What follows belongs to an exercise in optimizing a design on an open flow for small area, a short achievable clock period and few clock cycles; a production flow would make more cautious choices.
Only simulation tests tie the RTL to the original design; equivalence was not proved.
Power is estimated from default activity; no workload was simulated.

[flow/run.sh]
#!/bin/bash
# synth_recipe.tcl (not shown) runs the flow's synth.tcl, then flattens the netlist and writes it again
# the make line also repeats each setting of config.mk as NAME=value (left out here)
make -C /OpenROAD-flow-scripts/flow DESIGN_CONFIG=/design/flow/config.mk WORK_HOME=/design/flow/orfs CLKGATE_MAP_FILE= SYNTH_SCRIPT=/design/flow/synth_recipe.tcl finish
[flow/constraint.sdc]
create_clock -name core_clock -period 9.0 [get_ports {clk}]
set_input_delay 1.8000 -clock core_clock [delete_from_list [all_inputs] [get_ports {clk}]]
set_output_delay 1.8000 -clock core_clock [all_outputs]
set_load 0.01 [all_outputs]
[flow/design.v]
`timescale 1ns/10ps
module CONV(
  input             clk,
  input             reset,
  output reg        busy,
  input             ready,
  output reg [11:0] iaddr,
  input      [19:0] idata,
  output reg        cwr,
  output reg [11:0] caddr_wr,
  output reg [19:0] cdata_wr,
  output            crd,
  output reg [11:0] caddr_rd,
  input      [19:0] cdata_rd,
  output reg [2:0]  csel
);
  assign crd = 1'b1;
  localparam S_IDLE = 2'd0, S_OPS = 2'd1, S_FLUSH = 2'd2, S_DONE = 2'd3;
  reg [1:0] st;
  reg [6:0] R;             
  reg [5:0] c;
  reg [1:0] ph;
  reg [6:0] n;             
  reg       op1, fl1;
  reg [6:0] R1; reg [5:0] c1; reg [1:0] ph1; reg [6:0] n1;
  reg       opm, flm;
  reg [6:0] Rm; reg [5:0] cm; reg [1:0] phm; reg [6:0] nm;
  reg       op2, fl2;
  reg [6:0] R2; reg [5:0] c2; reg [1:0] ph2; reg [6:0] n2;
  reg v1;   
  wire signed [19:0] Xin = v1 ? idata : 20'sd0;
  reg [19:0] m0, m1;       
  reg [19:0] b0, b1;       
  reg pcap0, pcap1, pev0, pev1, ccap0, ccap1, last;
  reg first2, col0, WRok;
  reg [1:0] slot2;
  reg [6:0] WR;            
  reg [5:0] WC;
  wire [6:0] WRm = (cm >= 6'd2) ? Rm : Rm - 7'd1;
  always @(posedge clk) begin
    first2 <= (phm == ((Rm == 7'd0) ? 2'd1 : 2'd0));
    col0   <= (cm == 6'd0);
    slot2  <= phm - ((Rm == 7'd0) ? 2'd1 : 2'd0);
    WR     <= WRm;
    WC     <= cm - 6'd2;   
    WRok   <= ~WRm[6] && (WRm <= 7'd63);
  end
  reg op3, fl3, WRok3;
  reg [1:0] slot3;
  reg [6:0] WR3, n3;
  reg [5:0] WC3;
  always @(posedge clk) begin
    slot3 <= slot2; WR3 <= WR; WC3 <= WC; WRok3 <= WRok; n3 <= n2;
  end
  wire WRodd = WR3[0];
  wire [6:0] rr1 = R1 + {5'd0, ph1} - 7'd1;
  wire [6:0] rr0 = R + {5'd0, ph} - 7'd1;
  reg signed [19:0] Xr;
  reg signed [19:0] F1r;
  wire signed [37:0] F1 = F1r;
  wire signed [21:0] G3x = Xr;
  wire [21:0] G3 = (G3x <<< 0) + (G3x <<< 1);  
  reg signed [21:0] F3r;
  wire signed [37:0] F3 = F3r;
  wire signed [22:0] G5x = Xr;
  wire [22:0] G5 = (G5x <<< 0) + (G5x <<< 2);  
  reg signed [22:0] F5r;
  wire signed [37:0] F5 = F5r;
  wire signed [23:0] G13x = Xr;
  wire [23:0] cs1a = (G13x <<< 0);
  wire [23:0] cs1b = (G13x <<< 2);
  wire [23:0] cs1c = (G13x <<< 3);
  wire [23:0] cs1s = cs1a ^ cs1b ^ cs1c;
  wire [23:0] cs1m = (cs1a & cs1b) | (cs1a & cs1c) | (cs1b & cs1c);
  wire [23:0] cs1k = {cs1m[22:0], 1'b0};
  wire [23:0] G13 = cs1s + cs1k;  
  reg signed [23:0] F13r;
  wire signed [37:0] F13 = F13r;
  wire signed [27:0] G169x = Xr;
  wire [27:0] cs2a = (G169x <<< 0);
  wire [27:0] cs2b = (G169x <<< 3);
  wire [27:0] cs2c = (G169x <<< 5);
  wire [27:0] cs2s = cs2a ^ cs2b ^ cs2c;
  wire [27:0] cs2m = (cs2a & cs2b) | (cs2a & cs2c) | (cs2b & cs2c);
  wire [27:0] cs2k = {cs2m[26:0], 1'b0};
  wire [27:0] cs3a = (G169x <<< 7);
  wire [27:0] cs3b = cs2s;
  wire [27:0] cs3c = cs2k;
  wire [27:0] cs3s = cs3a ^ cs3b ^ cs3c;
  wire [27:0] cs3m = (cs3a & cs3b) | (cs3a & cs3c) | (cs3b & cs3c);
  wire [27:0] cs3k = {cs3m[26:0], 1'b0};
  wire [27:0] G169 = cs3s + cs3k;  
  reg signed [27:0] F169r;
  wire signed [37:0] F169 = F169r;
  wire signed [30:0] G1169x = Xr;
  wire [30:0] cs4a = (G1169x <<< 0);
  wire [30:0] cs4b = (G1169x <<< 4);
  wire [30:0] cs4c = (G1169x <<< 7);
  wire [30:0] cs4s = cs4a ^ cs4b ^ cs4c;
  wire [30:0] cs4m = (cs4a & cs4b) | (cs4a & cs4c) | (cs4b & cs4c);
  wire [30:0] cs4k = {cs4m[29:0], 1'b0};
  wire [30:0] cs5a = (G1169x <<< 10);
  wire [30:0] cs5b = cs4s;
  wire [30:0] cs5c = cs4k;
  wire [30:0] cs5s = cs5a ^ cs5b ^ cs5c;
  wire [30:0] cs5m = (cs5a & cs5b) | (cs5a & cs5c) | (cs5b & cs5c);
  wire [30:0] cs5k = {cs5m[29:0], 1'b0};
  wire [30:0] G1169 = cs5s + cs5k;  
  reg signed [30:0] F1169r;
  wire signed [37:0] F1169 = F1169r;
  always @(posedge clk) begin
    Xr <= Xin;
    F1r <= Xr;
    F3r <= G3;
    F5r <= G5;
    F13r <= G13;
    F169r <= G169;
    F1169r <= G1169;
  end
  reg [2:0] SEL0, SEL1, SEL2;
  always @(posedge clk) begin
    SEL0 <= {phm == 2'd2, phm == 2'd1, phm == 2'd0};
    SEL1 <= (cm == 6'd0 && phm == 2'd2) ? 3'b000 : {phm == 2'd2, phm == 2'd1, phm == 2'd0};
    SEL2 <= (cm == 6'd0) ? 3'b000 : {phm == 2'd2, phm == 2'd1, phm == 2'd0};
  end
  wire [37:0] T00_0 = ({38{SEL0[0]}} & (F169 <<< 8)) | ({38{SEL0[1]}} & (F1 <<< 12)) | ({38{SEL0[2]}} & ~(F169 <<< 7));
  wire N00_0 = SEL0[2];
  wire [37:0] T00_1 = ({38{SEL0[0]}} & ~(F1 <<< 1)) | ({38{SEL0[2]}} & ~(F1 <<< 10));
  wire N00_1 = SEL0[0] | SEL0[2];
  wire [37:0] T00_2 = ({38{SEL0[0]}} & ~(F3 <<< 5)) | ({38{SEL0[1]}} & (F1 <<< 2)) | ({38{SEL0[2]}} & ~(F169 <<< 0));
  wire N00_2 = SEL0[0] | SEL0[2];
  wire [37:0] T01_0 = ({38{SEL1[0]}} & (F169 <<< 0)) | ({38{SEL1[1]}} & ~(F3 <<< 13)) | ({38{SEL1[2]}} & ~(F3 <<< 13));
  wire N01_0 = SEL1[1] | SEL1[2];
  wire [37:0] T01_1 = ({38{SEL1[0]}} & (F3 <<< 2)) | ({38{SEL1[1]}} & ~(F169 <<< 5)) | ({38{SEL1[2]}} & (F5 <<< 11));
  wire N01_1 = SEL1[1];
  wire [37:0] T01_2 = ({38{SEL1[0]}} & (F1169 <<< 5)) | ({38{SEL1[1]}} & (F1169 <<< 0)) | ({38{SEL1[2]}} & (F13 <<< 2));
  wire N01_2 = 1'b0;
  wire [37:0] T02_0 = ({38{SEL2[0]}} & (F13 <<< 11)) | ({38{SEL2[1]}} & (F1 <<< 6)) | ({38{SEL2[2]}} & ~(F1 <<< 4));
  wire N02_0 = SEL2[2];
  wire [37:0] T02_1 = ({38{SEL2[0]}} & ~(F5 <<< 0)) | ({38{SEL2[1]}} & ~(F1169 <<< 5)) | ({38{SEL2[2]}} & ~(F169 <<< 7));
  wire N02_1 = SEL2[0] | SEL2[1] | SEL2[2];
  wire [37:0] T02_2 = ({38{SEL2[0]}} & (F169 <<< 3)) | ({38{SEL2[1]}} & (F13 <<< 2)) | ({38{SEL2[2]}} & (F169 <<< 0));
  wire N02_2 = 1'b0;
  wire [37:0] T10_0 = ({38{SEL0[0]}} & ~(F3 <<< 0)) | ({38{SEL0[1]}} & ~(F3 <<< 0)) | ({38{SEL0[2]}} & ~(F1169 <<< 0));
  wire N10_0 = SEL0[0] | SEL0[1] | SEL0[2];
  wire [37:0] T10_1 = ({38{SEL0[0]}} & ~(F1169 <<< 3)) | ({38{SEL0[1]}} & (F5 <<< 12)) | ({38{SEL0[2]}} & (F1 <<< 14));
  wire N10_1 = SEL0[0];
  wire [37:0] T10_2 = ({38{SEL0[0]}} & ~(F1 <<< 5)) | ({38{SEL0[1]}} & (F1 <<< 8)) | ({38{SEL0[2]}} & (F13 <<< 3));
  wire N10_2 = SEL0[0];
  wire [37:0] T11_0 = ({38{SEL1[0]}} & ~(F5 <<< 0)) | ({38{SEL1[2]}} & ~(F3 <<< 8));
  wire N11_0 = SEL1[0] | SEL1[2];
  wire [37:0] T11_1 = ({38{SEL1[0]}} & ~(F169 <<< 0)) | ({38{SEL1[1]}} & (F169 <<< 5)) | ({38{SEL1[2]}} & (F169 <<< 0));
  wire N11_1 = SEL1[0];
  wire [37:0] T11_2 = ({38{SEL1[0]}} & (F169 <<< 6)) | ({38{SEL1[1]}} & (F13 <<< 9)) | ({38{SEL1[2]}} & ~(F169 <<< 6));
  wire N11_2 = SEL1[2];
  wire [37:0] T12_0 = ({38{SEL2[0]}} & ~(F13 <<< 10)) | ({38{SEL2[1]}} & (F5 <<< 0)) | ({38{SEL2[2]}} & (F13 <<< 10));
  wire N12_0 = SEL2[0];
  wire [37:0] T12_1 = ({38{SEL2[0]}} & ~(F5 <<< 7)) | ({38{SEL2[1]}} & (F1 <<< 13)) | ({38{SEL2[2]}} & (F169 <<< 6));
  wire N12_1 = SEL2[0];
  wire [37:0] T12_2 = ({38{SEL2[0]}} & (F5 <<< 2)) | ({38{SEL2[1]}} & (F5 <<< 3)) | ({38{SEL2[2]}} & (F5 <<< 3));
  wire N12_2 = 1'b0;
  wire signed [37:0] BIAS0 = 38'sh00_1310_0000;
  wire signed [37:0] BIAS1 = {{2{1'b1}}, 36'hF_7295_0000};
  reg [37:0] AS0, AK0, BS0, BK0, CS0, CK0, AS1, AK1, BS1, BK1, CS1, CK1;
  wire [37:0] cs6a = (first2 ? BIAS0 : CS0);
  wire [37:0] cs6b = (first2 ? 38'd0 : CK0);
  wire [37:0] cs6c = T00_0;
  wire [37:0] cs6s = cs6a ^ cs6b ^ cs6c;
  wire [37:0] cs6m = (cs6a & cs6b) | (cs6a & cs6c) | (cs6b & cs6c);
  wire [37:0] cs6k = {cs6m[36:0], N00_0};
  wire [37:0] cs7a = T00_1;
  wire [37:0] cs7b = T00_2;
  wire [37:0] cs7c = cs6s;
  wire [37:0] cs7s = cs7a ^ cs7b ^ cs7c;
  wire [37:0] cs7m = (cs7a & cs7b) | (cs7a & cs7c) | (cs7b & cs7c);
  wire [37:0] cs7k = {cs7m[36:0], N00_1};
  wire [37:0] cs8a = cs6k;
  wire [37:0] cs8b = cs7s;
  wire [37:0] cs8c = cs7k;
  wire [37:0] cs8s = cs8a ^ cs8b ^ cs8c;
  wire [37:0] cs8m = (cs8a & cs8b) | (cs8a & cs8c) | (cs8b & cs8c);
  wire [37:0] cs8k = {cs8m[36:0], N00_2};
  wire [37:0] NS00 = cs8s;
  wire [37:0] NK00 = cs8k;
  wire [37:0] cs9a = (first2 ? (col0 ? BIAS0 : CS0) : BS0);
  wire [37:0] cs9b = (first2 ? (col0 ? 38'd0 : CK0) : BK0);
  wire [37:0] cs9c = T01_0;
  wire [37:0] cs9s = cs9a ^ cs9b ^ cs9c;
  wire [37:0] cs9m = (cs9a & cs9b) | (cs9a & cs9c) | (cs9b & cs9c);
  wire [37:0] cs9k = {cs9m[36:0], N01_0};
  wire [37:0] cs10a = T01_1;
  wire [37:0] cs10b = T01_2;
  wire [37:0] cs10c = cs9s;
  wire [37:0] cs10s = cs10a ^ cs10b ^ cs10c;
  wire [37:0] cs10m = (cs10a & cs10b) | (cs10a & cs10c) | (cs10b & cs10c);
  wire [37:0] cs10k = {cs10m[36:0], N01_1};
  wire [37:0] cs11a = cs9k;
  wire [37:0] cs11b = cs10s;
  wire [37:0] cs11c = cs10k;
  wire [37:0] cs11s = cs11a ^ cs11b ^ cs11c;
  wire [37:0] cs11m = (cs11a & cs11b) | (cs11a & cs11c) | (cs11b & cs11c);
  wire [37:0] cs11k = {cs11m[36:0], N01_2};
  wire [37:0] NS01 = cs11s;
  wire [37:0] NK01 = cs11k;
  wire [37:0] cs12a = (first2 ? BS0 : AS0);
  wire [37:0] cs12b = (first2 ? BK0 : AK0);
  wire [37:0] cs12c = T02_0;
  wire [37:0] cs12s = cs12a ^ cs12b ^ cs12c;
  wire [37:0] cs12m = (cs12a & cs12b) | (cs12a & cs12c) | (cs12b & cs12c);
  wire [37:0] cs12k = {cs12m[36:0], N02_0};
  wire [37:0] cs13a = T02_1;
  wire [37:0] cs13b = T02_2;
  wire [37:0] cs13c = cs12s;
  wire [37:0] cs13s = cs13a ^ cs13b ^ cs13c;
  wire [37:0] cs13m = (cs13a & cs13b) | (cs13a & cs13c) | (cs13b & cs13c);
  wire [37:0] cs13k = {cs13m[36:0], N02_1};
  wire [37:0] cs14a = cs12k;
  wire [37:0] cs14b = cs13s;
  wire [37:0] cs14c = cs13k;
  wire [37:0] cs14s = cs14a ^ cs14b ^ cs14c;
  wire [37:0] cs14m = (cs14a & cs14b) | (cs14a & cs14c) | (cs14b & cs14c);
  wire [37:0] cs14k = {cs14m[36:0], N02_2};
  wire [37:0] NS02 = cs14s;
  wire [37:0] NK02 = cs14k;
  wire [37:0] cs15a = (first2 ? BIAS1 : CS1);
  wire [37:0] cs15b = (first2 ? 38'd0 : CK1);
  wire [37:0] cs15c = T10_0;
  wire [37:0] cs15s = cs15a ^ cs15b ^ cs15c;
  wire [37:0] cs15m = (cs15a & cs15b) | (cs15a & cs15c) | (cs15b & cs15c);
  wire [37:0] cs15k = {cs15m[36:0], N10_0};
  wire [37:0] cs16a = T10_1;
  wire [37:0] cs16b = T10_2;
  wire [37:0] cs16c = cs15s;
  wire [37:0] cs16s = cs16a ^ cs16b ^ cs16c;
  wire [37:0] cs16m = (cs16a & cs16b) | (cs16a & cs16c) | (cs16b & cs16c);
  wire [37:0] cs16k = {cs16m[36:0], N10_1};
  wire [37:0] cs17a = cs15k;
  wire [37:0] cs17b = cs16s;
  wire [37:0] cs17c = cs16k;
  wire [37:0] cs17s = cs17a ^ cs17b ^ cs17c;
  wire [37:0] cs17m = (cs17a & cs17b) | (cs17a & cs17c) | (cs17b & cs17c);
  wire [37:0] cs17k = {cs17m[36:0], N10_2};
  wire [37:0] NS10 = cs17s;
  wire [37:0] NK10 = cs17k;
  wire [37:0] cs18a = (first2 ? (col0 ? BIAS1 : CS1) : BS1);
  wire [37:0] cs18b = (first2 ? (col0 ? 38'd0 : CK1) : BK1);
  wire [37:0] cs18c = T11_0;
  wire [37:0] cs18s = cs18a ^ cs18b ^ cs18c;
  wire [37:0] cs18m = (cs18a & cs18b) | (cs18a & cs18c) | (cs18b & cs18c);
  wire [37:0] cs18k = {cs18m[36:0], N11_0};
  wire [37:0] cs19a = T11_1;
  wire [37:0] cs19b = T11_2;
  wire [37:0] cs19c = cs18s;
  wire [37:0] cs19s = cs19a ^ cs19b ^ cs19c;
  wire [37:0] cs19m = (cs19a & cs19b) | (cs19a & cs19c) | (cs19b & cs19c);
  wire [37:0] cs19k = {cs19m[36:0], N11_1};
  wire [37:0] cs20a = cs18k;
  wire [37:0] cs20b = cs19s;
  wire [37:0] cs20c = cs19k;
  wire [37:0] cs20s = cs20a ^ cs20b ^ cs20c;
  wire [37:0] cs20m = (cs20a & cs20b) | (cs20a & cs20c) | (cs20b & cs20c);
  wire [37:0] cs20k = {cs20m[36:0], N11_2};
  wire [37:0] NS11 = cs20s;
  wire [37:0] NK11 = cs20k;
  wire [37:0] cs21a = (first2 ? BS1 : AS1);
  wire [37:0] cs21b = (first2 ? BK1 : AK1);
  wire [37:0] cs21c = T12_0;
  wire [37:0] cs21s = cs21a ^ cs21b ^ cs21c;
  wire [37:0] cs21m = (cs21a & cs21b) | (cs21a & cs21c) | (cs21b & cs21c);
  wire [37:0] cs21k = {cs21m[36:0], N12_0};
  wire [37:0] cs22a = T12_1;
  wire [37:0] cs22b = T12_2;
  wire [37:0] cs22c = cs21s;
  wire [37:0] cs22s = cs22a ^ cs22b ^ cs22c;
  wire [37:0] cs22m = (cs22a & cs22b) | (cs22a & cs22c) | (cs22b & cs22c);
  wire [37:0] cs22k = {cs22m[36:0], N12_1};
  wire [37:0] cs23a = cs21k;
  wire [37:0] cs23b = cs22s;
  wire [37:0] cs23c = cs22k;
  wire [37:0] cs23s = cs23a ^ cs23b ^ cs23c;
  wire [37:0] cs23m = (cs23a & cs23b) | (cs23a & cs23c) | (cs23b & cs23c);
  wire [37:0] cs23k = {cs23m[36:0], N12_2};
  wire [37:0] NS12 = cs23s;
  wire [37:0] NK12 = cs23k;
  always @(posedge clk) begin
    AS0 <= NS02;
    AK0 <= NK02;
    BS0 <= NS01;
    BK0 <= NK01;
    CS0 <= NS00;
    CK0 <= NK00;
    AS1 <= NS12;
    AK1 <= NK12;
    BS1 <= NS11;
    BK1 <= NK11;
    CS1 <= NS10;
    CK1 <= NK10;
  end
  reg [20:0] E0, E1;              
  wire [37:0] bk24a = AS0;
  wire [37:0] bk24b = AK0;
  wire [37:0] bk24p = bk24a ^ bk24b;
  wire [37:0] bk24g0 = bk24a & bk24b;
  wire bk24G0 = bk24g0[0] | (bk24p[0] & 1'b0);
  wire bk24G_1 = bk24g0[1] | (bk24p[1] & bk24G0);
  wire bk24P_1 = bk24p[1] & bk24p[0];
  wire bk24G_2 = bk24g0[3] | (bk24p[3] & bk24g0[2]);
  wire bk24P_2 = bk24p[3] & bk24p[2];
  wire bk24G_3 = bk24g0[5] | (bk24p[5] & bk24g0[4]);
  wire bk24P_3 = bk24p[5] & bk24p[4];
  wire bk24G_4 = bk24g0[7] | (bk24p[7] & bk24g0[6]);
  wire bk24P_4 = bk24p[7] & bk24p[6];
  wire bk24G_5 = bk24g0[9] | (bk24p[9] & bk24g0[8]);
  wire bk24P_5 = bk24p[9] & bk24p[8];
  wire bk24G_6 = bk24g0[11] | (bk24p[11] & bk24g0[10]);
  wire bk24P_6 = bk24p[11] & bk24p[10];
  wire bk24G_7 = bk24g0[13] | (bk24p[13] & bk24g0[12]);
  wire bk24P_7 = bk24p[13] & bk24p[12];
  wire bk24G_8 = bk24g0[15] | (bk24p[15] & bk24g0[14]);
  wire bk24P_8 = bk24p[15] & bk24p[14];
  wire bk24G_9 = bk24g0[17] | (bk24p[17] & bk24g0[16]);
  wire bk24P_9 = bk24p[17] & bk24p[16];
  wire bk24G_10 = bk24g0[19] | (bk24p[19] & bk24g0[18]);
  wire bk24P_10 = bk24p[19] & bk24p[18];
  wire bk24G_11 = bk24g0[21] | (bk24p[21] & bk24g0[20]);
  wire bk24P_11 = bk24p[21] & bk24p[20];
  wire bk24G_12 = bk24g0[23] | (bk24p[23] & bk24g0[22]);
  wire bk24P_12 = bk24p[23] & bk24p[22];
  wire bk24G_13 = bk24g0[25] | (bk24p[25] & bk24g0[24]);
  wire bk24P_13 = bk24p[25] & bk24p[24];
  wire bk24G_14 = bk24g0[27] | (bk24p[27] & bk24g0[26]);
  wire bk24P_14 = bk24p[27] & bk24p[26];
  wire bk24G_15 = bk24g0[29] | (bk24p[29] & bk24g0[28]);
  wire bk24P_15 = bk24p[29] & bk24p[28];
  wire bk24G_16 = bk24g0[31] | (bk24p[31] & bk24g0[30]);
  wire bk24P_16 = bk24p[31] & bk24p[30];
  wire bk24G_17 = bk24g0[33] | (bk24p[33] & bk24g0[32]);
  wire bk24P_17 = bk24p[33] & bk24p[32];
  wire bk24G_18 = bk24g0[35] | (bk24p[35] & bk24g0[34]);
  wire bk24P_18 = bk24p[35] & bk24p[34];
  wire bk24G_19 = bk24g0[37] | (bk24p[37] & bk24g0[36]);
  wire bk24P_19 = bk24p[37] & bk24p[36];
  wire bk24G_20 = bk24G_2 | (bk24P_2 & bk24G_1);
  wire bk24P_20 = bk24P_2 & bk24P_1;
  wire bk24G_21 = bk24G_4 | (bk24P_4 & bk24G_3);
  wire bk24P_21 = bk24P_4 & bk24P_3;
  wire bk24G_22 = bk24G_6 | (bk24P_6 & bk24G_5);
  wire bk24P_22 = bk24P_6 & bk24P_5;
  wire bk24G_23 = bk24G_8 | (bk24P_8 & bk24G_7);
  wire bk24P_23 = bk24P_8 & bk24P_7;
  wire bk24G_24 = bk24G_10 | (bk24P_10 & bk24G_9);
  wire bk24P_24 = bk24P_10 & bk24P_9;
  wire bk24G_25 = bk24G_12 | (bk24P_12 & bk24G_11);
  wire bk24P_25 = bk24P_12 & bk24P_11;
  wire bk24G_26 = bk24G_14 | (bk24P_14 & bk24G_13);
  wire bk24P_26 = bk24P_14 & bk24P_13;
  wire bk24G_27 = bk24G_16 | (bk24P_16 & bk24G_15);
  wire bk24P_27 = bk24P_16 & bk24P_15;
  wire bk24G_28 = bk24G_18 | (bk24P_18 & bk24G_17);
  wire bk24P_28 = bk24P_18 & bk24P_17;
  wire bk24G_29 = bk24G_21 | (bk24P_21 & bk24G_20);
  wire bk24P_29 = bk24P_21 & bk24P_20;
  wire bk24G_30 = bk24G_23 | (bk24P_23 & bk24G_22);
  wire bk24P_30 = bk24P_23 & bk24P_22;
  wire bk24G_31 = bk24G_25 | (bk24P_25 & bk24G_24);
  wire bk24P_31 = bk24P_25 & bk24P_24;
  wire bk24G_32 = bk24G_27 | (bk24P_27 & bk24G_26);
  wire bk24P_32 = bk24P_27 & bk24P_26;
  wire bk24G_33 = bk24G_30 | (bk24P_30 & bk24G_29);
  wire bk24P_33 = bk24P_30 & bk24P_29;
  wire bk24G_34 = bk24G_32 | (bk24P_32 & bk24G_31);
  wire bk24P_34 = bk24P_32 & bk24P_31;
  wire bk24G_35 = bk24G_34 | (bk24P_34 & bk24G_33);
  wire bk24P_35 = bk24P_34 & bk24P_33;
  wire bk24G_36 = bk24G_31 | (bk24P_31 & bk24G_33);
  wire bk24P_36 = bk24P_31 & bk24P_33;
  wire bk24G_37 = bk24G_22 | (bk24P_22 & bk24G_29);
  wire bk24P_37 = bk24P_22 & bk24P_29;
  wire bk24G_38 = bk24G_24 | (bk24P_24 & bk24G_33);
  wire bk24P_38 = bk24P_24 & bk24P_33;
  wire bk24G_39 = bk24G_26 | (bk24P_26 & bk24G_36);
  wire bk24P_39 = bk24P_26 & bk24P_36;
  wire bk24G_40 = bk24G_28 | (bk24P_28 & bk24G_35);
  wire bk24P_40 = bk24P_28 & bk24P_35;
  wire bk24G_41 = bk24G_3 | (bk24P_3 & bk24G_20);
  wire bk24P_41 = bk24P_3 & bk24P_20;
  wire bk24G_42 = bk24G_5 | (bk24P_5 & bk24G_29);
  wire bk24P_42 = bk24P_5 & bk24P_29;
  wire bk24G_43 = bk24G_7 | (bk24P_7 & bk24G_37);
  wire bk24P_43 = bk24P_7 & bk24P_37;
  wire bk24G_44 = bk24G_9 | (bk24P_9 & bk24G_33);
  wire bk24P_44 = bk24P_9 & bk24P_33;
  wire bk24G_45 = bk24G_11 | (bk24P_11 & bk24G_38);
  wire bk24P_45 = bk24P_11 & bk24P_38;
  wire bk24G_46 = bk24G_13 | (bk24P_13 & bk24G_36);
  wire bk24P_46 = bk24P_13 & bk24P_36;
  wire bk24G_47 = bk24G_15 | (bk24P_15 & bk24G_39);
  wire bk24P_47 = bk24P_15 & bk24P_39;
  wire bk24G_48 = bk24G_17 | (bk24P_17 & bk24G_35);
  wire bk24P_48 = bk24P_17 & bk24P_35;
  wire bk24G_49 = bk24G_19 | (bk24P_19 & bk24G_40);
  wire bk24P_49 = bk24P_19 & bk24P_40;
  wire bk24G_50 = bk24g0[2] | (bk24p[2] & bk24G_1);
  wire bk24P_50 = bk24p[2] & bk24P_1;
  wire bk24G_51 = bk24g0[4] | (bk24p[4] & bk24G_20);
  wire bk24P_51 = bk24p[4] & bk24P_20;
  wire bk24G_52 = bk24g0[6] | (bk24p[6] & bk24G_41);
  wire bk24P_52 = bk24p[6] & bk24P_41;
  wire bk24G_53 = bk24g0[8] | (bk24p[8] & bk24G_29);
  wire bk24P_53 = bk24p[8] & bk24P_29;
  wire bk24G_54 = bk24g0[10] | (bk24p[10] & bk24G_42);
  wire bk24P_54 = bk24p[10] & bk24P_42;
  wire bk24G_55 = bk24g0[12] | (bk24p[12] & bk24G_37);
  wire bk24P_55 = bk24p[12] & bk24P_37;
  wire bk24G_56 = bk24g0[14] | (bk24p[14] & bk24G_43);
  wire bk24P_56 = bk24p[14] & bk24P_43;
  wire bk24G_57 = bk24g0[16] | (bk24p[16] & bk24G_33);
  wire bk24P_57 = bk24p[16] & bk24P_33;
  wire bk24G_58 = bk24g0[18] | (bk24p[18] & bk24G_44);
  wire bk24P_58 = bk24p[18] & bk24P_44;
  wire bk24G_59 = bk24g0[20] | (bk24p[20] & bk24G_38);
  wire bk24P_59 = bk24p[20] & bk24P_38;
  wire bk24G_60 = bk24g0[22] | (bk24p[22] & bk24G_45);
  wire bk24P_60 = bk24p[22] & bk24P_45;
  wire bk24G_61 = bk24g0[24] | (bk24p[24] & bk24G_36);
  wire bk24P_61 = bk24p[24] & bk24P_36;
  wire bk24G_62 = bk24g0[26] | (bk24p[26] & bk24G_46);
  wire bk24P_62 = bk24p[26] & bk24P_46;
  wire bk24G_63 = bk24g0[28] | (bk24p[28] & bk24G_39);
  wire bk24P_63 = bk24p[28] & bk24P_39;
  wire bk24G_64 = bk24g0[30] | (bk24p[30] & bk24G_47);
  wire bk24P_64 = bk24p[30] & bk24P_47;
  wire bk24G_65 = bk24g0[32] | (bk24p[32] & bk24G_35);
  wire bk24P_65 = bk24p[32] & bk24P_35;
  wire bk24G_66 = bk24g0[34] | (bk24p[34] & bk24G_48);
  wire bk24P_66 = bk24p[34] & bk24P_48;
  wire bk24G_67 = bk24g0[36] | (bk24p[36] & bk24G_40);
  wire bk24P_67 = bk24p[36] & bk24P_40;
  wire [37:0] bk24c = {bk24G_67, bk24G_40, bk24G_66, bk24G_48, bk24G_65, bk24G_35, bk24G_64, bk24G_47, bk24G_63, bk24G_39, bk24G_62, bk24G_46, bk24G_61, bk24G_36, bk24G_60, bk24G_45, bk24G_59, bk24G_38, bk24G_58, bk24G_44, bk24G_57, bk24G_33, bk24G_56, bk24G_43, bk24G_55, bk24G_37, bk24G_54, bk24G_42, bk24G_53, bk24G_29, bk24G_52, bk24G_41, bk24G_51, bk24G_20, bk24G_50, bk24G_1, bk24G0, 1'b0};
  wire [37:0] bk24s = bk24p ^ bk24c;
  wire [37:0] bk25a = AS1;
  wire [37:0] bk25b = AK1;
  wire [37:0] bk25p = bk25a ^ bk25b;
  wire [37:0] bk25g0 = bk25a & bk25b;
  wire bk25G0 = bk25g0[0] | (bk25p[0] & 1'b0);
  wire bk25G_1 = bk25g0[1] | (bk25p[1] & bk25G0);
  wire bk25P_1 = bk25p[1] & bk25p[0];
  wire bk25G_2 = bk25g0[3] | (bk25p[3] & bk25g0[2]);
  wire bk25P_2 = bk25p[3] & bk25p[2];
  wire bk25G_3 = bk25g0[5] | (bk25p[5] & bk25g0[4]);
  wire bk25P_3 = bk25p[5] & bk25p[4];
  wire bk25G_4 = bk25g0[7] | (bk25p[7] & bk25g0[6]);
  wire bk25P_4 = bk25p[7] & bk25p[6];
  wire bk25G_5 = bk25g0[9] | (bk25p[9] & bk25g0[8]);
  wire bk25P_5 = bk25p[9] & bk25p[8];
  wire bk25G_6 = bk25g0[11] | (bk25p[11] & bk25g0[10]);
  wire bk25P_6 = bk25p[11] & bk25p[10];
  wire bk25G_7 = bk25g0[13] | (bk25p[13] & bk25g0[12]);
  wire bk25P_7 = bk25p[13] & bk25p[12];
  wire bk25G_8 = bk25g0[15] | (bk25p[15] & bk25g0[14]);
  wire bk25P_8 = bk25p[15] & bk25p[14];
  wire bk25G_9 = bk25g0[17] | (bk25p[17] & bk25g0[16]);
  wire bk25P_9 = bk25p[17] & bk25p[16];
  wire bk25G_10 = bk25g0[19] | (bk25p[19] & bk25g0[18]);
  wire bk25P_10 = bk25p[19] & bk25p[18];
  wire bk25G_11 = bk25g0[21] | (bk25p[21] & bk25g0[20]);
  wire bk25P_11 = bk25p[21] & bk25p[20];
  wire bk25G_12 = bk25g0[23] | (bk25p[23] & bk25g0[22]);
  wire bk25P_12 = bk25p[23] & bk25p[22];
  wire bk25G_13 = bk25g0[25] | (bk25p[25] & bk25g0[24]);
  wire bk25P_13 = bk25p[25] & bk25p[24];
  wire bk25G_14 = bk25g0[27] | (bk25p[27] & bk25g0[26]);
  wire bk25P_14 = bk25p[27] & bk25p[26];
  wire bk25G_15 = bk25g0[29] | (bk25p[29] & bk25g0[28]);
  wire bk25P_15 = bk25p[29] & bk25p[28];
  wire bk25G_16 = bk25g0[31] | (bk25p[31] & bk25g0[30]);
  wire bk25P_16 = bk25p[31] & bk25p[30];
  wire bk25G_17 = bk25g0[33] | (bk25p[33] & bk25g0[32]);
  wire bk25P_17 = bk25p[33] & bk25p[32];
  wire bk25G_18 = bk25g0[35] | (bk25p[35] & bk25g0[34]);
  wire bk25P_18 = bk25p[35] & bk25p[34];
  wire bk25G_19 = bk25g0[37] | (bk25p[37] & bk25g0[36]);
  wire bk25P_19 = bk25p[37] & bk25p[36];
  wire bk25G_20 = bk25G_2 | (bk25P_2 & bk25G_1);
  wire bk25P_20 = bk25P_2 & bk25P_1;
  wire bk25G_21 = bk25G_4 | (bk25P_4 & bk25G_3);
  wire bk25P_21 = bk25P_4 & bk25P_3;
  wire bk25G_22 = bk25G_6 | (bk25P_6 & bk25G_5);
  wire bk25P_22 = bk25P_6 & bk25P_5;
  wire bk25G_23 = bk25G_8 | (bk25P_8 & bk25G_7);
  wire bk25P_23 = bk25P_8 & bk25P_7;
  wire bk25G_24 = bk25G_10 | (bk25P_10 & bk25G_9);
  wire bk25P_24 = bk25P_10 & bk25P_9;
  wire bk25G_25 = bk25G_12 | (bk25P_12 & bk25G_11);
  wire bk25P_25 = bk25P_12 & bk25P_11;
  wire bk25G_26 = bk25G_14 | (bk25P_14 & bk25G_13);
  wire bk25P_26 = bk25P_14 & bk25P_13;
  wire bk25G_27 = bk25G_16 | (bk25P_16 & bk25G_15);
  wire bk25P_27 = bk25P_16 & bk25P_15;
  wire bk25G_28 = bk25G_18 | (bk25P_18 & bk25G_17);
  wire bk25P_28 = bk25P_18 & bk25P_17;
  wire bk25G_29 = bk25G_21 | (bk25P_21 & bk25G_20);
  wire bk25P_29 = bk25P_21 & bk25P_20;
  wire bk25G_30 = bk25G_23 | (bk25P_23 & bk25G_22);
  wire bk25P_30 = bk25P_23 & bk25P_22;
  wire bk25G_31 = bk25G_25 | (bk25P_25 & bk25G_24);
  wire bk25P_31 = bk25P_25 & bk25P_24;
  wire bk25G_32 = bk25G_27 | (bk25P_27 & bk25G_26);
  wire bk25P_32 = bk25P_27 & bk25P_26;
  wire bk25G_33 = bk25G_30 | (bk25P_30 & bk25G_29);
  wire bk25P_33 = bk25P_30 & bk25P_29;
  wire bk25G_34 = bk25G_32 | (bk25P_32 & bk25G_31);
  wire bk25P_34 = bk25P_32 & bk25P_31;
  wire bk25G_35 = bk25G_34 | (bk25P_34 & bk25G_33);
  wire bk25P_35 = bk25P_34 & bk25P_33;
  wire bk25G_36 = bk25G_31 | (bk25P_31 & bk25G_33);
  wire bk25P_36 = bk25P_31 & bk25P_33;
  wire bk25G_37 = bk25G_22 | (bk25P_22 & bk25G_29);
  wire bk25P_37 = bk25P_22 & bk25P_29;
  wire bk25G_38 = bk25G_24 | (bk25P_24 & bk25G_33);
  wire bk25P_38 = bk25P_24 & bk25P_33;
  wire bk25G_39 = bk25G_26 | (bk25P_26 & bk25G_36);
  wire bk25P_39 = bk25P_26 & bk25P_36;
  wire bk25G_40 = bk25G_28 | (bk25P_28 & bk25G_35);
  wire bk25P_40 = bk25P_28 & bk25P_35;
  wire bk25G_41 = bk25G_3 | (bk25P_3 & bk25G_20);
  wire bk25P_41 = bk25P_3 & bk25P_20;
  wire bk25G_42 = bk25G_5 | (bk25P_5 & bk25G_29);
  wire bk25P_42 = bk25P_5 & bk25P_29;
  wire bk25G_43 = bk25G_7 | (bk25P_7 & bk25G_37);
  wire bk25P_43 = bk25P_7 & bk25P_37;
  wire bk25G_44 = bk25G_9 | (bk25P_9 & bk25G_33);
  wire bk25P_44 = bk25P_9 & bk25P_33;
  wire bk25G_45 = bk25G_11 | (bk25P_11 & bk25G_38);
  wire bk25P_45 = bk25P_11 & bk25P_38;
  wire bk25G_46 = bk25G_13 | (bk25P_13 & bk25G_36);
  wire bk25P_46 = bk25P_13 & bk25P_36;
  wire bk25G_47 = bk25G_15 | (bk25P_15 & bk25G_39);
  wire bk25P_47 = bk25P_15 & bk25P_39;
  wire bk25G_48 = bk25G_17 | (bk25P_17 & bk25G_35);
  wire bk25P_48 = bk25P_17 & bk25P_35;
  wire bk25G_49 = bk25G_19 | (bk25P_19 & bk25G_40);
  wire bk25P_49 = bk25P_19 & bk25P_40;
  wire bk25G_50 = bk25g0[2] | (bk25p[2] & bk25G_1);
  wire bk25P_50 = bk25p[2] & bk25P_1;
  wire bk25G_51 = bk25g0[4] | (bk25p[4] & bk25G_20);
  wire bk25P_51 = bk25p[4] & bk25P_20;
  wire bk25G_52 = bk25g0[6] | (bk25p[6] & bk25G_41);
  wire bk25P_52 = bk25p[6] & bk25P_41;
  wire bk25G_53 = bk25g0[8] | (bk25p[8] & bk25G_29);
  wire bk25P_53 = bk25p[8] & bk25P_29;
  wire bk25G_54 = bk25g0[10] | (bk25p[10] & bk25G_42);
  wire bk25P_54 = bk25p[10] & bk25P_42;
  wire bk25G_55 = bk25g0[12] | (bk25p[12] & bk25G_37);
  wire bk25P_55 = bk25p[12] & bk25P_37;
  wire bk25G_56 = bk25g0[14] | (bk25p[14] & bk25G_43);
  wire bk25P_56 = bk25p[14] & bk25P_43;
  wire bk25G_57 = bk25g0[16] | (bk25p[16] & bk25G_33);
  wire bk25P_57 = bk25p[16] & bk25P_33;
  wire bk25G_58 = bk25g0[18] | (bk25p[18] & bk25G_44);
  wire bk25P_58 = bk25p[18] & bk25P_44;
  wire bk25G_59 = bk25g0[20] | (bk25p[20] & bk25G_38);
  wire bk25P_59 = bk25p[20] & bk25P_38;
  wire bk25G_60 = bk25g0[22] | (bk25p[22] & bk25G_45);
  wire bk25P_60 = bk25p[22] & bk25P_45;
  wire bk25G_61 = bk25g0[24] | (bk25p[24] & bk25G_36);
  wire bk25P_61 = bk25p[24] & bk25P_36;
  wire bk25G_62 = bk25g0[26] | (bk25p[26] & bk25G_46);
  wire bk25P_62 = bk25p[26] & bk25P_46;
  wire bk25G_63 = bk25g0[28] | (bk25p[28] & bk25G_39);
  wire bk25P_63 = bk25p[28] & bk25P_39;
  wire bk25G_64 = bk25g0[30] | (bk25p[30] & bk25G_47);
  wire bk25P_64 = bk25p[30] & bk25P_47;
  wire bk25G_65 = bk25g0[32] | (bk25p[32] & bk25G_35);
  wire bk25P_65 = bk25p[32] & bk25P_35;
  wire bk25G_66 = bk25g0[34] | (bk25p[34] & bk25G_48);
  wire bk25P_66 = bk25p[34] & bk25P_48;
  wire bk25G_67 = bk25g0[36] | (bk25p[36] & bk25G_40);
  wire bk25P_67 = bk25p[36] & bk25P_40;
  wire [37:0] bk25c = {bk25G_67, bk25G_40, bk25G_66, bk25G_48, bk25G_65, bk25G_35, bk25G_64, bk25G_47, bk25G_63, bk25G_39, bk25G_62, bk25G_46, bk25G_61, bk25G_36, bk25G_60, bk25G_45, bk25G_59, bk25G_38, bk25G_58, bk25G_44, bk25G_57, bk25G_33, bk25G_56, bk25G_43, bk25G_55, bk25G_37, bk25G_54, bk25G_42, bk25G_53, bk25G_29, bk25G_52, bk25G_41, bk25G_51, bk25G_20, bk25G_50, bk25G_1, bk25G0, 1'b0};
  wire [37:0] bk25s = bk25p ^ bk25c;
  always @(posedge clk) begin
    E0 <= {bk24s[37], bk24s[34:15]};
    if (op2 && slot2 == 2'd0) E1 <= {bk25s[37], bk25s[34:15]};
  end
  wire [20:0] EE = (slot3 == 2'd1) ? E1 : E0;
  wire [37:0] EA = {EE[20], 2'b00, EE[19:0], 15'd0};
  function [19:0] rnd;
    input [37:0] a;
    reg [19:0] t;
    begin
      t = {a[37], a[34:16]};
      if (a[15]) t = a[37] ? t - 20'd1 : t + 20'd1;
      rnd = t[19] ? 20'd0 : t;
    end
  endfunction
  wire [19:0] RV = rnd(EA);
  reg        fc_do, ch_do, ch_rd;
  reg        fk;
  reg [4:0]  fj, fp;
  always @* begin
    fc_do = 1'b0; ch_do = 1'b0; ch_rd = 1'b0; fk = 1'b0; fj = 5'd0;
    fp = (WRodd && WC3 != 6'd0) ? WR3[5:1] : WR3[5:1] - 5'd1;
    if (fl3) fp = 5'd31;
    if (op3 && slot3 == 2'd2) begin
      if (WRok3 && WRodd && WC3 != 6'd0) begin
        fc_do = 1'b1; fk = ~WC3[0]; fj = WC3[0] ? WC3[5:1] : WC3[5:1] - 5'd1;
      end else if (WRok3 && !WRodd && WR3 >= 7'd2 && WC3 == 6'd0) begin
        fc_do = 1'b1; fk = 1'b1; fj = 5'd31;
      end else if (WRok3 && !WRodd && WR3 >= 7'd2) begin
        ch_do = 1'b1; fk = ~WC3[0]; fj = WC3[0] ? WC3[5:1] : WC3[5:1] - 5'd1;
        ch_rd = (fj != 5'd31);
      end else if (WRok3 && WRodd && WR3 >= 7'd3 && WC3 == 6'd0) begin
        ch_do = 1'b1; fk = 1'b1; fj = 5'd31;
      end
    end else if (fl3) begin
      if (n3 == 7'd0) begin
        fc_do = 1'b1; fk = 1'b1; fj = 5'd31;
      end else begin
        ch_do = 1'b1; fk = ~n3[0]; fj = n3[0] ? n3[5:1] : n3[5:1] - 5'd1;
        ch_rd = (fj != 5'd31);
      end
    end
  end
  wire [4:0] fj1 = fj + 5'd1;
  wire [19:0] mx = max3(pcap0 ? pev0 : pev1, pcap0 ? m0 : m1, cdata_rd, cdata_wr);
  always @(posedge clk or posedge reset) begin
    if (reset) begin
      st <= S_IDLE; busy <= 1'b0; cwr <= 1'b0;
      R <= 7'd0; c <= 6'd0; ph <= 2'd0; n <= 7'd0;
      op1 <= 1'b0; fl1 <= 1'b0; opm <= 1'b0; flm <= 1'b0; op2 <= 1'b0; fl2 <= 1'b0; op3 <= 1'b0; fl3 <= 1'b0;
      pcap0 <= 1'b0; pcap1 <= 1'b0; ccap0 <= 1'b0; ccap1 <= 1'b0; last <= 1'b0;
    end else begin
      case (st)
        S_IDLE: if (ready) begin
          st <= S_OPS; busy <= 1'b1; R <= 7'd0; c <= 6'd0; ph <= 2'd1;
        end
        S_OPS: begin
          if (ph == 2'd2) begin
            ph <= 2'd0;
            if ((R == 7'd64) ? (c == 6'd1) : (c == 6'd63)) begin
              c <= 6'd0; R <= R + 7'd1;
              if (R == 7'd64) begin st <= S_FLUSH; n <= 7'd0; end
            end else c <= c + 6'd1;
          end else ph <= ph + 2'd1;
        end
        S_FLUSH: begin
          if (n == 7'd64) st <= S_DONE;
          n <= n + 7'd1;
        end
        default: ;
      endcase
      op1 <= (st == S_OPS); fl1 <= (st == S_FLUSH);
      opm <= op1; flm <= fl1; op2 <= opm; fl2 <= flm; op3 <= op2; fl3 <= fl2;
      cwr <= 1'b0;
      pcap0 <= 1'b0; pcap1 <= 1'b0; ccap0 <= 1'b0; ccap1 <= 1'b0;
      if (op3 && WRok3 && slot3 == 2'd0) begin
        cwr <= 1'b1; pcap0 <= WRodd;
      end
      if (op3 && WRok3 && slot3 == 2'd1) begin
        cwr <= 1'b1; pcap1 <= WRodd;
      end
      if (fc_do || ch_do) cwr <= 1'b1;
      if (ch_do && ch_rd) begin ccap0 <= ~fk; ccap1 <= fk; end
      last <= fl3 && (n3 == 7'd64);
      if (last) busy <= 1'b0;
    end
  end
  always @(posedge clk) begin
    {R1, c1, ph1, n1} <= {R, c, ph, n};
    {Rm, cm, phm, nm} <= {R1, c1, ph1, n1};
    {R2, c2, ph2, n2} <= {Rm, cm, phm, nm};
    iaddr <= {rr0[5:0], c};
    v1 <= (st == S_OPS) && !rr0[6] && rr0 <= 7'd63;
    if (op3 && slot3 == 2'd0) begin
      cdata_wr <= RV; csel <= 3'd1; caddr_wr <= {WR3[5:0], WC3};
      caddr_rd <= {WR3[5:0] - 6'd1, WC3};
      pev0 <= ~WC3[0];
    end else if (op3 && slot3 == 2'd1) begin
      cdata_wr <= RV; csel <= 3'd2; caddr_wr <= {WR3[5:0], WC3};
      pev1 <= ~WC3[0];
    end else if (fc_do) begin
      cdata_wr <= fk ? m1 : m0;
      csel <= fj[0] ? 3'd5 : (fk ? 3'd4 : 3'd3);
      caddr_wr <= fj[0] ? {fp, fj, fk} : {2'd0, fp, fj};
      if (fj == 5'd0) begin
        if (fk) b1 <= m1; else b0 <= m0;
      end
    end else if (ch_do) begin
      cdata_wr <= fk ? b1 : b0;
      csel <= fj[0] ? (fk ? 3'd4 : 3'd3) : 3'd5;
      caddr_wr <= fj[0] ? {2'd0, fp, fj} : {fp, fj, fk};
      caddr_rd <= fj1[0] ? {fp, fj1, fk} : {2'd0, fp, fj1};
    end
    if (ccap0) b0 <= cdata_rd;
    if (ccap1) b1 <= cdata_rd;
    if (pcap0) m0 <= mx;
    if (pcap1) m1 <= mx;
  end
  function [19:0] max3;
    input fresh;
    input [19:0] m, r, v;
    reg rv, rm, vm;
    begin
      rv = r > v; rm = fresh || r > m; vm = fresh || v > m;
      max3 = (rv && rm) ? r : (!rv && vm) ? v : m;
    end
  endfunction
  function [19:0] max2;
    input [19:0] a, b;
    max2 = (a > b) ? a : b;
  endfunction
endmodule
[flow/config.mk]
export PLATFORM = sky130hd
export DESIGN_NAME = CONV
export DESIGN_NICKNAME = CONV
export VERILOG_FILES = /design/flow/design.v
export SDC_FILE = /design/flow/constraint.sdc
export NUM_CORES = 4
export LEC_CHECK = 0
export CAP_MARGIN = 20
export CORE_MARGIN = 2
export CORE_UTILIZATION = 40
export SETUP_SLACK_MARGIN = 5.0
export SLEW_MARGIN = 20
==> results.toml, run 1 <==
[clocking]
cts_tree = "done"
h-tree-depth = 3
ctsHoldBuffers = 0
cts_root_buf = "clkbuf_16"
clkSinkCount = 924
cts.reportedPaths.clkPinSlew_ps = 60
clock_path_buffers = 3
cts_buffers = 107
insertion_delay_ps = 780

[logic_synthesis]
synth_top_family_by_area = "adder cells"
synth_xor_area_share_pct = 2.73
synth_edf_count = 147
yosysTopAreaCell = "fa_1"
ys_types = 94
ys_warn_count = 1
syn_area_um2 = 63200
synth_seq_cells = 924
postSynthAreaPerCell_um2 = 10.3
synth_compound_area_share_pct = 12.9
ys.flop_type = "dfxtp_1"
yosysSeqAreaShare_pct = 31.9
synth_top_area_share_pct = 24.0
yosys.area_share.simple_pct = 8.61
synthAdderAreaFrac_pct = 30.3
yosysMostFrequentCell = "inv_1"
synth.area.top_cells = "fa_1 (24%), dfxtp_1 (23%), edfxtp_1 (7.0%)"
synthArstFlopShare_pct = 4.22
syn_inst = 6127
synth_mux_area_share_pct = 6.13
synth_fp_nets = 7244
synth_common_cells = "inv_1 (940), fa_1 (758), dfxtp_1 (738), nand2_1 (374), ha_1 (316)"

[timing]
rsz0062_at_grt = "yes"
max_freq_mhz = 255
finalClockSkew_ps = 65.9
slew-limit-headroom_pct = 27.2
drv_slew = 0
setup_slack_ps = 5090
fin_crit_sh_pct = 43.5
worst_pin_slew_ps = 1090
finalHoldViolCount = 0
setup_viol = 0
setup_tns_ps = 0
fin_crit_ps = 3910

[pwr]
leakagePower_nw = 33.1
power.density_nw_per_um2 = 127
power_switching_share_pct = 22.6
p_int_w = 0.00694
max-vdd-ir-drop_mv = 0.152
switching_power_w = 0.00202
power.share.clock_pct = 51.6
seqPwrFrac_pct = 47.0
power_frac_comb_pct = 1.4

[finish]
final_cells = 8320
regArea_um2 = 20200
nets = 7279
drive_gt1_share_pct = 9.83
multi_input_area_um2 = 38600
syn_to_final_growth_pct = 12.0
finalInstanceArea_um2 = 70800
fillCellCount = 14600
utilization_pct = 45.2

[placement]
hpwl_mm = 141
io_buffers = 103
finalWeightedCongestion = 0.923
dp_slack_ps = 3930
place_area_um2 = 66300
dp.cells = 8078

[global_routing]
grt_overflow = 0
grt.total_usage_pct = 24.1
grt_max_degree = 97
grt_pass1_vias = 48000
grt_pass1_wl_mm = 297
antenna_found_initial = 9

[drt]
drc_errors = 0
ant_nets = 0
drt-pass1-iter-count = 12
drt-vias-per-instance = 5.59
vias = 46500
dr.first_iter.drc_count = 5033
drt-wirelength-per-cell_um = 23.4
wl_mm = 195

[die]
die-area_um2 = 161000
die_width_um = 401
pin_count = 105
fp.dieH_um = 401
rows = 145
core-area_um2 = 157000
initial_core_util_pct = 40.3

[setup_path]
crit_path_end_kind = "register"
cp_cell_sequence = "inv_1 -> buf_4 -> nand2_1 -> a21o_1 -> inv_1 -> fa_1 -> inv_1 -> fa_1"
worst-path-buf-inv = 4
arrival_ps = 4520
crit_family = "buffers and inverters"
cp_slowest_cell = "dfxtp_4"
cp_max_fo = 49
crit_path_start_kind = "register"
critPathMaxStageDelay_ps = 800
critPathKind = "register to register"
crit_path_frequent_cell = "inv_1"
worstPathRequired_ps = 9610

[job]
maxCapViolCount = 0

[worst_hold_path]
hold_path_class = "register to register"

[run_status]
status = "no timing/DRC/antenna violations"
[layout make-up]
| type | instances | share of cell area [%] |
|---|---|---|
| Tap cell | 2058 | 3.64 |
| Antenna cell | 6 | 0.0212 |
| Sequential cell | 924 | 28.6 |
| Clock buffer | 150 | 4.41 |
| Timing Repair inverter | 1 | 0.0106 |
| Timing Repair Buffer | 218 | 2.93 |
| Inverter | 942 | 5.01 |
| Multi-Input combinational cell | 3968 | 54.5 |
| Clock inverter | 53 | 0.932 |
[routing by layer]
metal / global-route usage [%] / up-vias / share of wire (%)
li1: - / 20500 / -
met1: 33.2 / 23100 / 42
met2: 36.4 / 2391 / 43
met3: 5.96 / 477 / 11
met4: 9.51 / 4 / 4.1
met5: 0 / - / 0.011
[power groups by stage]
stage,sequential (W),clock [W],combinational (W)
2_1_floorplan,0.00430,0,0.0000668
3_3_place_gp,0.00430,0,0.000120
3_5_place_dp,0.00430,0,0.000123
4_1_cts,0.00421,0.00471,0.000125
5_1_grt,0.00421,0.00487,0.000141
6_report,0.00421,0.00463,0.000127
[registers in the layout, indices dropped and copies added, names as in the netlist, 21 cells and up]
name    count
AK1        37
CS1        38
E1         21
BK0        37
AK0        37
CK0        38
F169r      25
AS1        38
CS0        38
CK1        38
F13r       22
F1169r     31
BS1        38
BS0        38
AS0        38
BK1        38
E0         21
[final timing paths]
path	from	cells past startpoint	to	slack (ps)
max in group asynchronous	reset	2	ccap1	6880
max	SEL1[2]	8	BS0[34]	5090
min	n2[1]	0	n3[1]	320
min in group asynchronous	reset	2	last	1520
max reg2reg	SEL1[2]	8	BS0[34]	5090
min reg2reg	n2[1]	0	n3[1]	320
[metrics by stage]
step | hold WS [ps] | power, W
5_1_grt | 329 | 0.00922
4_1_cts | 326 | 0.00904
2_1_floorplan | 310 | 0.00437
3_3_place_gp | 310 | 0.00442
6_report | 324 | 0.00896
3_5_place_dp | 312 | 0.00443
[cells by family after synthesis]
family | Yosys count
flops | 924
buf+inv | 1235
fa+ha+maj | 1074
simple gates | 1124
other cells | 1
mux | 338
xor+xnor | 196
compound gates | 1235
[worst reg2reg max path, stage by stage, from the launching register on]
cell,delay [ps]
dfxtp_4,800
inv_1,470
buf_4,380
nand2_1,670
a21o_1,270
inv_1,140
fa_1,510
inv_1,60
fa_1,440
[placed cells by master, fill, tap and decap left out, types with 20 or more instances in the layout]
cell,netlist,final
a21o_1,94,94
a21oi_1,300,296
a221oi_1,107,106
a222oi_1,74,74
a22oi_1,48,48
and2_1,40,40
and3_1,20,20
buf_4,2,93
clkbuf_16,0,110
clkbuf_8,0,22
clkdlybuf4s50_1,0,102
dfrtp_1,39,36
dfxtp_1,738,721
edfxtp_1,147,147
fa_1,758,757
ha_1,316,315
inv_1,940,935
mux2_2,209,209
mux2i_1,104,101
nand2_1,374,374
nand2b_1,68,68
nand3_1,48,47
nand4_1,34,34
nor2_1,247,244
nor2b_1,189,186
nor3_1,35,35
o211ai_1,25,25
o21a_1,38,38
o21ai_0,282,280
o21ai_1,65,64
o22ai_1,44,44
xnor2_1,123,123
xor2_1,72,72
[repair_timing]
item,CTS,global route
resized for setup,33,42
gates cloned,1,0
pin swaps,3,9
setup endpoints to repair,293,187
buffers inserted,10,22
Testbench counts, summed over its fixed seeds: cycles 74,184.
==> run 2, diff against run 1 <==
--- a/flow/config.mk
+++ b/flow/config.mk
@@ -7,6 +7,6 @@
 export LEC_CHECK = 0
 export CAP_MARGIN = 20
 export CORE_MARGIN = 2
-export CORE_UTILIZATION = 40
-export SETUP_SLACK_MARGIN = 5.0
+export CORE_UTILIZATION = 60
+export SETUP_SLACK_MARGIN = 4.5
 export SLEW_MARGIN = 20
==> results.toml, run 2 <==
[logic_synthesis]
yosys.area_share.simple_pct = 8.61
synthArstFlopShare_pct = 4.22
synth_top_family_by_area = "adder cells"
synth_top_area_share_pct = 24.0
postSynthAreaPerCell_um2 = 10.3
synth_fp_nets = 7244
synth.area.top_cells = "fa_1 (24%), dfxtp_1 (23%), edfxtp_1 (7.0%)"
synth_common_cells = "inv_1 (940), fa_1 (758), dfxtp_1 (738), nand2_1 (374), ha_1 (316)"
synth_mux_area_share_pct = 6.13
synth_edf_count = 147
syn_inst = 6127
synth_xor_area_share_pct = 2.73
synth_seq_cells = 924
synthAdderAreaFrac_pct = 30.3
yosysSeqAreaShare_pct = 31.9
ys.flop_type = "dfxtp_1"
yosysTopAreaCell = "fa_1"
yosysMostFrequentCell = "inv_1"
ys_warn_count = 1
syn_area_um2 = 63200
ys_types = 94
synth_compound_area_share_pct = 12.9

[clocking]
insertion_delay_ps = 730
clkSinkCount = 924
cts.reportedPaths.clkPinSlew_ps = 60
ctsHoldBuffers = 0
cts_buffers = 105
clock_path_buffers = 3
cts_root_buf = "clkbuf_16"
h-tree-depth = 3
cts_tree = "done"

[setup_path]
worstPathRequired_ps = 9440
critPathMaxStageDelay_ps = 520
worst-path-buf-inv = 2
crit_path_end_kind = "register"
crit_path_start_kind = "input pin"
cp_cell_sequence = "clkdlybuf4s50_1 -> ha_1 -> nand4_1 -> nor4_2 -> o21ai_1 -> o211ai_1 -> a2bb2oi_4 -> buf_4 -> mux2i_1 -> a221oi_1"
critPathKind = "input pin to register"
crit-reg2reg-launch = "WR3[2]"
arrival_ps = 4770
cp_max_fo = 13
r2r_cells = 13
cp_slowest_cell = "clkdlybuf4s50_1"
crit_family = "buffers and inverters"
rr_endpoint = "b0[1]"
r2r_slack_ps = 4700
startpoint = "cdata_rd[14]"

[die]
die_width_um = 328
core-area_um2 = 105000
rows = 119
fp.dieH_um = 328
initial_core_util_pct = 60.3
pin_count = 105
die-area_um2 = 108000

[worst_hold_path]
min_from = "WR[4]"
holdPathStages = 0
holdPathEnd = "WR3[4]"
hold_path_class = "register to register"

[placement]
hpwl_mm = 144
finalWeightedCongestion = 0.995
io_buffers = 103

[finish]
mostFrequentLayoutCells = "inv_1 (936), fa_1 (758), dfxtp_1 (724)"
drive_gt1_share_pct = 9.01
fillCellCount = 8441
utilization_pct = 66.2
syn_to_final_growth_pct = 9.91
final_common_cell = "inv_1"
nets = 7248

[timing]
finalClockSkew_ps = 27.6
worst_pin_slew_ps = 1140
fin_crit_ps = 4330
slew-limit-headroom_pct = 23.7
fin_crit_sh_pct = 48.1
finalHoldViolCount = 0
setup_viol = 0
rsz0062_at_grt = "yes"
max_freq_mhz = 231
setup_tns_ps = 0
drv_slew = 0

[global_routing]
grt_pass1_wl_mm = 302
antenna_found_initial = 9
grt_pass1_vias = 47700
grt_max_degree = 191
grt.total_usage_pct = 37.6
grt_overflow = 0

[pwr]
max-vdd-ir-drop_mv = 0.179
power.density_nw_per_um2 = 129
leakagePower_nw = 32.8

[job]
maxCapViolCount = 0

[drt]
drc_errors = 0
dr.first_iter.drc_count = 5251
drt-vias-per-instance = 6.13
wl_mm = 199
vias = 46700
drt-pass1-iter-count = 10
drt-wirelength-per-cell_um = 26.2
ant_nets = 0

[run_status]
status = "no timing/DRC/antenna violations"
## run 2: cell type report
type,count,area [µm²],share of cell area [%]
multi-input cells,3968,38400,55.4
flip-flops and latches,924,20200,29.1
inverters,942,3540,5.10
clock buffers,138,2950,4.24
repair buffers,189,1750,2.52
well taps,1391,1740,2.51
clock inverters,56,796,1.15
repair inverters,1,5.00,0.00721
diodes,2,5.00,0.00721
## run 2: worst max path at each step
stage	end	slack (ps)	depth (start not counted)
2_1_floorplan	cdata_wr[18]	4790	15
6_report	m1[1]	4670	10
5_1_grt	cdata_wr[18]	4430	15
3_5_place_dp	m0[11]	3390	10
4_1_cts	F1169r[29]	4580	12
3_3_place_gp	m0[0]	3460	10
## run 2: kinds of logic after synthesis
kind of cell	after synthesis
simple gates	1124
compound gates	1235
other cells	1
buf+inv	1235
flops	924
xor+xnor	196
fa+ha+maj	1074
mux	338
## run 2: routing by layer
layer	vias up	track usage, %	part of all wire, %
met1	23100	50.9	40
met5	-	0	0.032
met4	10	19.4	6.1
li1	20500	-	-
met2	2447	55.1	43
met3	636	10.7	11
## run 2: repair_timing
item | CTS | global route
gates resized for setup | 5 | 9
gates cloned | 1 | 0
buffers inserted | 5 | 0
setup endpoints to repair | 17 | 37
## run 2: metrics by stage
step           instance area [µm²]  power (W)  hold slack, ps  std cells  setup slack (ps)
3_3_place_gp                 65500    0.00442             310       7407              3460
6_report                     69400    0.00897             317       7611              4670
2_1_floorplan                63200    0.00437             310       6127              4790
4_1_cts                      69300    0.00902             311       7607              4580
5_1_grt                      69400    0.00919             326       7609              4430
3_5_place_dp                 65500    0.00443             312       7407              3390
## run 2: power by group
group / internal (W) / leakage (nW) / switching [W]
combinational: 0.0000651 / 23.1 / 0.0000614
sequential: 0.00420 / 7.87 / 0.0000101
clock: 0.00273 / 1.82 / 0.00191

## afterwards: timing with drivers on the ports
In the flow no input, the clock included, has a driving cell. The finished layouts below were timed again as built, in two steps.
Step 1, drivers: a clkbuf_16 drives clk and a buf_2 each remaining input, both assumed.
Step 2, shift: input delay + t, output delay - t, t = (earliest + latest rising clock arrival at the registers) / 2. This alone moves slack from input paths to output paths.
Slacks: ideal / step 1 / step 2; pairs: ideal / step 1.
run	t (ns)	setup WS [ns]	slew at the worst register clock pin (ns)
run 1	0.833	5.085 / 5.085 / 4.311	0.07 / 0.07
run 2	0.801	4.667 / 4.696 / 3.921	0.07 / 0.07
After both steps setup and hold are still met in every run listed. For run 1, which loses most, drivers alone change the setup slack by 0.000 ns; drivers and shift together by -0.774 ns.
